Context: an optimization exercise on an open-source flow, tuned for small area and a short achievable clock period. The choices shown serve that exercise and are no tape-out recipe.
At most, simulation tests tie the RTL to the original design; equivalence was not proved.

run A:
// SIMD
module SIMD(
input [11:0] instruction,
input clk,
input rst,
output [31:0] outputvalue
);
export LEC_CHECK = 0
export CAP_MARGIN = 20
export CORE_MARGIN = 2
export CORE_UTILIZATION = 60
export CTS_CLUSTER_DIAMETER = 150
export CTS_CLUSTER_SIZE = 20
export SLEW_MARGIN = 20
create_clock -name core_clock -period 10.0 [get_ports {clk}]
standard.sh (not shown) runs the stock make flow with config.mk's settings and CLKGATE_MAP_FILE= SYNTH_SCRIPT=/design/flow/synth_recipe.tcl, a recipe that flattens the netlist after the stock synthesis.
==> flow/flow/run.sh <==
#!/bin/bash
set -euo pipefail
bash standard.sh SETUP_SLACK_MARGIN=5.5 finish > make_finish.log 2>&1
Input-level comparison between run B and run A:
- SETUP_SLACK_MARGIN now 5, previously not set
- CTS_CLUSTER_SIZE no longer set, was 20
- CTS_CLUSTER_DIAMETER no longer set, was 150
- CORE_UTILIZATION now 40, was 60
==> flow/run.sh (new file) <==
#!/bin/bash
# synth_recipe.tcl (not shown) runs the flow's synth.tcl, then flattens the netlist and writes it again
# the make line also repeats each setting of config.mk as NAME=value (left out here)
make -C /OpenROAD-flow-scripts/flow DESIGN_CONFIG=/design/flow/config.mk WORK_HOME=/design/flow/orfs CLKGATE_MAP_FILE= SYNTH_SCRIPT=/design/flow/synth_recipe.tcl finish
removed: flow/flow/run.sh
removed: flow/standard.sh
==> notes.md <==
Run comparison: run B launching instance or port of the critical path e_mul; run A launching instance or port of the critical path e_one[1]
Final design utilization: run B and run A compared, lower one is run B
Looking at setup slack, run B sits 0.20 ns lower than run A does.
Taking run A as the reference point, the depth of the worst register-to-register path of run B falls by 4.
The detailed-route via count in run B was lower than what run A gave.
#### Input delta (run C over run B)
- CTS_CLUSTER_DIAMETER: unset -> 150
- CORE_UTILIZATION: 40 -> 60
- CTS_CLUSTER_SIZE: unset -> 20
==> comparison <==
Between run C and run B, the number of cells upsized or downsized after cts is higher for run C. Taking run B as 1.0, run C lands at 1.2 on violation count after the first detailed-routing iteration. Summary of run C over run B: total clock buffers created by CTS lower; sum of net half-perimeters after detailed placement higher. Total via count after detailed routing (run C vs. run B) decreases slightly. Summary of run C over run B: clock period minus worst slack went up, number of cells on the critical path down 2. Any difference in multi-input logic area between run B and run C is small enough to ignore. Of run C and run B, it is run C that has the lower total cell area at the placement stage.

Starting RTL as in the previous note.
clock: 10.0 ns
lec_check: 0
cap_margin: 20
core_margin: 2
core_utilization: 70
cts_cluster_diameter: 150
cts_cluster_size: 20
slew_margin: 20
==> flow/flow/run.sh <==
#!/bin/bash
set -euo pipefail
bash standard.sh SETUP_SLACK_MARGIN=5.75 finish > make_finish.log 2>&1
Then changed:
==> flow/flow/run.sh (replaced) <==
#!/bin/bash
set -euo pipefail
bash standard.sh SETUP_SLACK_MARGIN=5.25 finish > make_finish.log 2>&1
The new run ran to the end with no violations; synthesized cell count is unchanged; non-clock buffer count goes down by 8; core utilization came out lower by 0.51 points; fmax goes down by 1.7%; final area came out lower by 0.65%; register-to-register slack is worse by 0.08 ns; wire length goes up by 1.3%; die area is unchanged.
Then changed:
==> flow/flow/run.sh (replaced) <==
#!/bin/bash
set -euo pipefail
bash standard.sh SETUP_SLACK_MARGIN=6.0 finish > make_finish.log 2>&1
CORE_UTILIZATION = 60   (was 70)
The changed run ran to the end with no violations.
Routed wire length rose by about 2.3%.
Register-to-register slack improved by 0.17 ns.
Design area grows by about 2.7%.
Then changed:
==> flow/flow/run.sh (replaced) <==
#!/bin/bash
set -euo pipefail
bash standard.sh SETUP_SLACK_MARGIN=5.5 finish > make_finish.log 2>&1
CORE_UTILIZATION = 70   (was 60)
Result: Die area drops by 14%; wire length shrinks by about 3%; fmax drops by about 0.7%; sequential share of layout area rose by 1.2 points.

job 101:
Another version of the RTL of SIMD (not shown whole).
Size: ~2200 cells after synthesis, roughly 400 flip-flops, roughly 0.026 mm^2 of cells after synthesis.
==> flow/config.mk <==
export PLATFORM = sky130hd
export DESIGN_NAME = SIMD
export DESIGN_NICKNAME = SIMD
export VERILOG_FILES = /design/flow/design.v
export SDC_FILE = /design/flow/constraint.sdc
export NUM_CORES = 4
export LEC_CHECK = 0
export CAP_MARGIN = 20
export CORE_MARGIN = 2
export CORE_UTILIZATION = 40
export SETUP_SLACK_MARGIN = 5
export SLEW_MARGIN = 20
==> flow/constraint.sdc <==
create_clock -name core_clock -period 10.0 [get_ports {clk}]
set_input_delay 2.0000 -clock core_clock [delete_from_list [all_inputs] [get_ports {clk}]]
set_output_delay 2.0000 -clock core_clock [all_outputs]
set_load 0.01 [all_outputs]
run.sh (not shown) runs the stock make flow with config.mk's settings and CLKGATE_MAP_FILE= SYNTH_SCRIPT=/design/flow/synth_recipe.tcl, a recipe that flattens the netlist after the stock synthesis.
Stock flow here: none of the scripts above is used.
Job 101 ended with every stage complete and zero timing, DRC or antenna violations.
#### Input delta (job 102 over job 101)
Settings: removing SETUP_SLACK_MARGIN (formerly 5).
## What came out
Job 102 closes out successfully: all stages finished, all timing, DRC and antenna checks passed. Multi-input combinational cell area in job 102 is 9.3% below job 101. met3 demand-to-capacity share in global routing was higher in job 101 than in job 102. Final worst slack on job 102 is down relative to job 101. Higher global-route usage was reported by job 101, not job 102.
Function was not checked in any run of this note: the RTL went through the layout flow alone.

SIMD, a different RTL version from the one above (not shown whole).
Size: about 2500 cells after synthesis, ~450 flip-flops, roughly 46 I/O pins, ~26000 um^2 of cells after synthesis.
Settings: LEC_CHECK=0, CAP_MARGIN=20, CORE_MARGIN=2, CORE_UTILIZATION=60, CTS_CLUSTER_DIAMETER=150, CTS_CLUSTER_SIZE=20, SLEW_MARGIN=20; clock period 10.0 ns.
standard.sh (not shown) runs the stock make flow with config.mk's settings and CLKGATE_MAP_FILE= SYNTH_SCRIPT=/design/flow/synth_recipe.tcl, a recipe that flattens the netlist after the stock synthesis.
==> flow/flow/run.sh <==
#!/bin/bash
set -euo pipefail
bash standard.sh SETUP_SLACK_MARGIN=5.75 finish > make_finish.log 2>&1
The first run produced a clean layout.
Rerun with:
==> flow/flow/run.sh (replaced) <==
#!/bin/bash
set -euo pipefail
bash standard.sh SETUP_SLACK_MARGIN=5.5 finish > make_finish.log 2>&1
CORE_UTILIZATION = 65   (was 60)
After rerunning:
- The new run completed with no timing, DRC or antenna violations
- setup slack got worse by 0.090 ns
- final cell count shrinks by about 3.3%
- global-route usage grows by 1.6 points
- via count shrinks by 0.32%
- routed wire length shrinks by about 4.4%
Rerun with:
==> flow/flow/run.sh (replaced) <==
#!/bin/bash
set -euo pipefail
bash standard.sh SETUP_SLACK_MARGIN=5.4 finish > make_finish.log 2>&1
CORE_UTILIZATION = 60   (was 65)
The changed run completed without violations. Area after synthesis does not change. Sequential share of layout area goes down by 0.35 points. Maximum frequency goes up by 0.76%. Via count is about the same. Cell count climbs by 2.9%. Wire length goes up by 2.6%. Cell area goes up by 0.80%.
Rerun with:
==> flow/flow/run.sh (replaced) <==
#!/bin/bash
set -euo pipefail
bash standard.sh SETUP_SLACK_MARGIN=5.5 finish > make_finish.log 2>&1
Utilization drops by 0.79 points.
Final cell count goes down by 1.1%.
Routed wire length drops by 1.8%.
Sequential share of layout area goes up by 0.45 points.
Flip-flop and latch count does not change.
Synthesized area is unchanged.
Via count decreases by 1.5%.

what the ideal ports hide:
No port has a modelled driver above. Below, the same layouts with a new extraction and two added sets of constraints.
Step 1, drivers: a clkbuf_16 drives clk and a buf_2 each remaining input, both assumed.
Step 2 times the ports against the registers' clock, not the clock port: input delays grow and output delays shrink by t, the midpoint of the rising clock arrivals with the driver on.
Slacks: ideal / step 1 / step 2; pairs: ideal / step 1.
run	t, ns	setup slack, ns	hold WS [ns]
run A	0.659	5.214 / 5.214 / 4.856	0.334 / 0.334 / 0.334
run B	0.670	5.019 / 5.019 / 4.596	0.324 / 0.324 / 0.324
run C	0.656	4.906 / 4.906 / 4.776	0.330 / 0.330 / 0.330
the first run of note 2	0.649	5.122 / 5.122 / 5.122	0.330 / 0.330 / 0.330
the second run of note 2	0.651	5.039 / 5.039 / 4.885	0.329 / 0.329 / 0.329
the third run of note 2	0.653	5.207 / 5.207 / 5.207	0.331 / 0.331 / 0.331
the fourth run of note 2	0.650	5.174 / 5.174 / 4.641	0.331 / 0.331 / 0.331
job 101	0.629	4.059 / 4.059 / 4.059	0.324 / 0.324 / 0.324
job 102	0.636	2.236 / 2.236 / 2.236	0.323 / 0.323 / 0.323
the first run of note 4	0.671	5.489 / 5.489 / 5.489	0.335 / 0.335 / 0.335
the second run of note 4	0.654	5.398 / 5.398 / 5.398	0.331 / 0.331 / 0.331
the third run of note 4	0.671	5.433 / 5.433 / 5.433	0.331 / 0.331 / 0.331
the fourth run of note 4	0.656	5.444 / 5.444 / 5.444	0.332 / 0.332 / 0.332
After both steps every run listed still meets setup and hold. The setup slack of the fourth run of note 2, which loses most, moves by 0.000 ns with the drivers and by -0.533 ns with both steps.
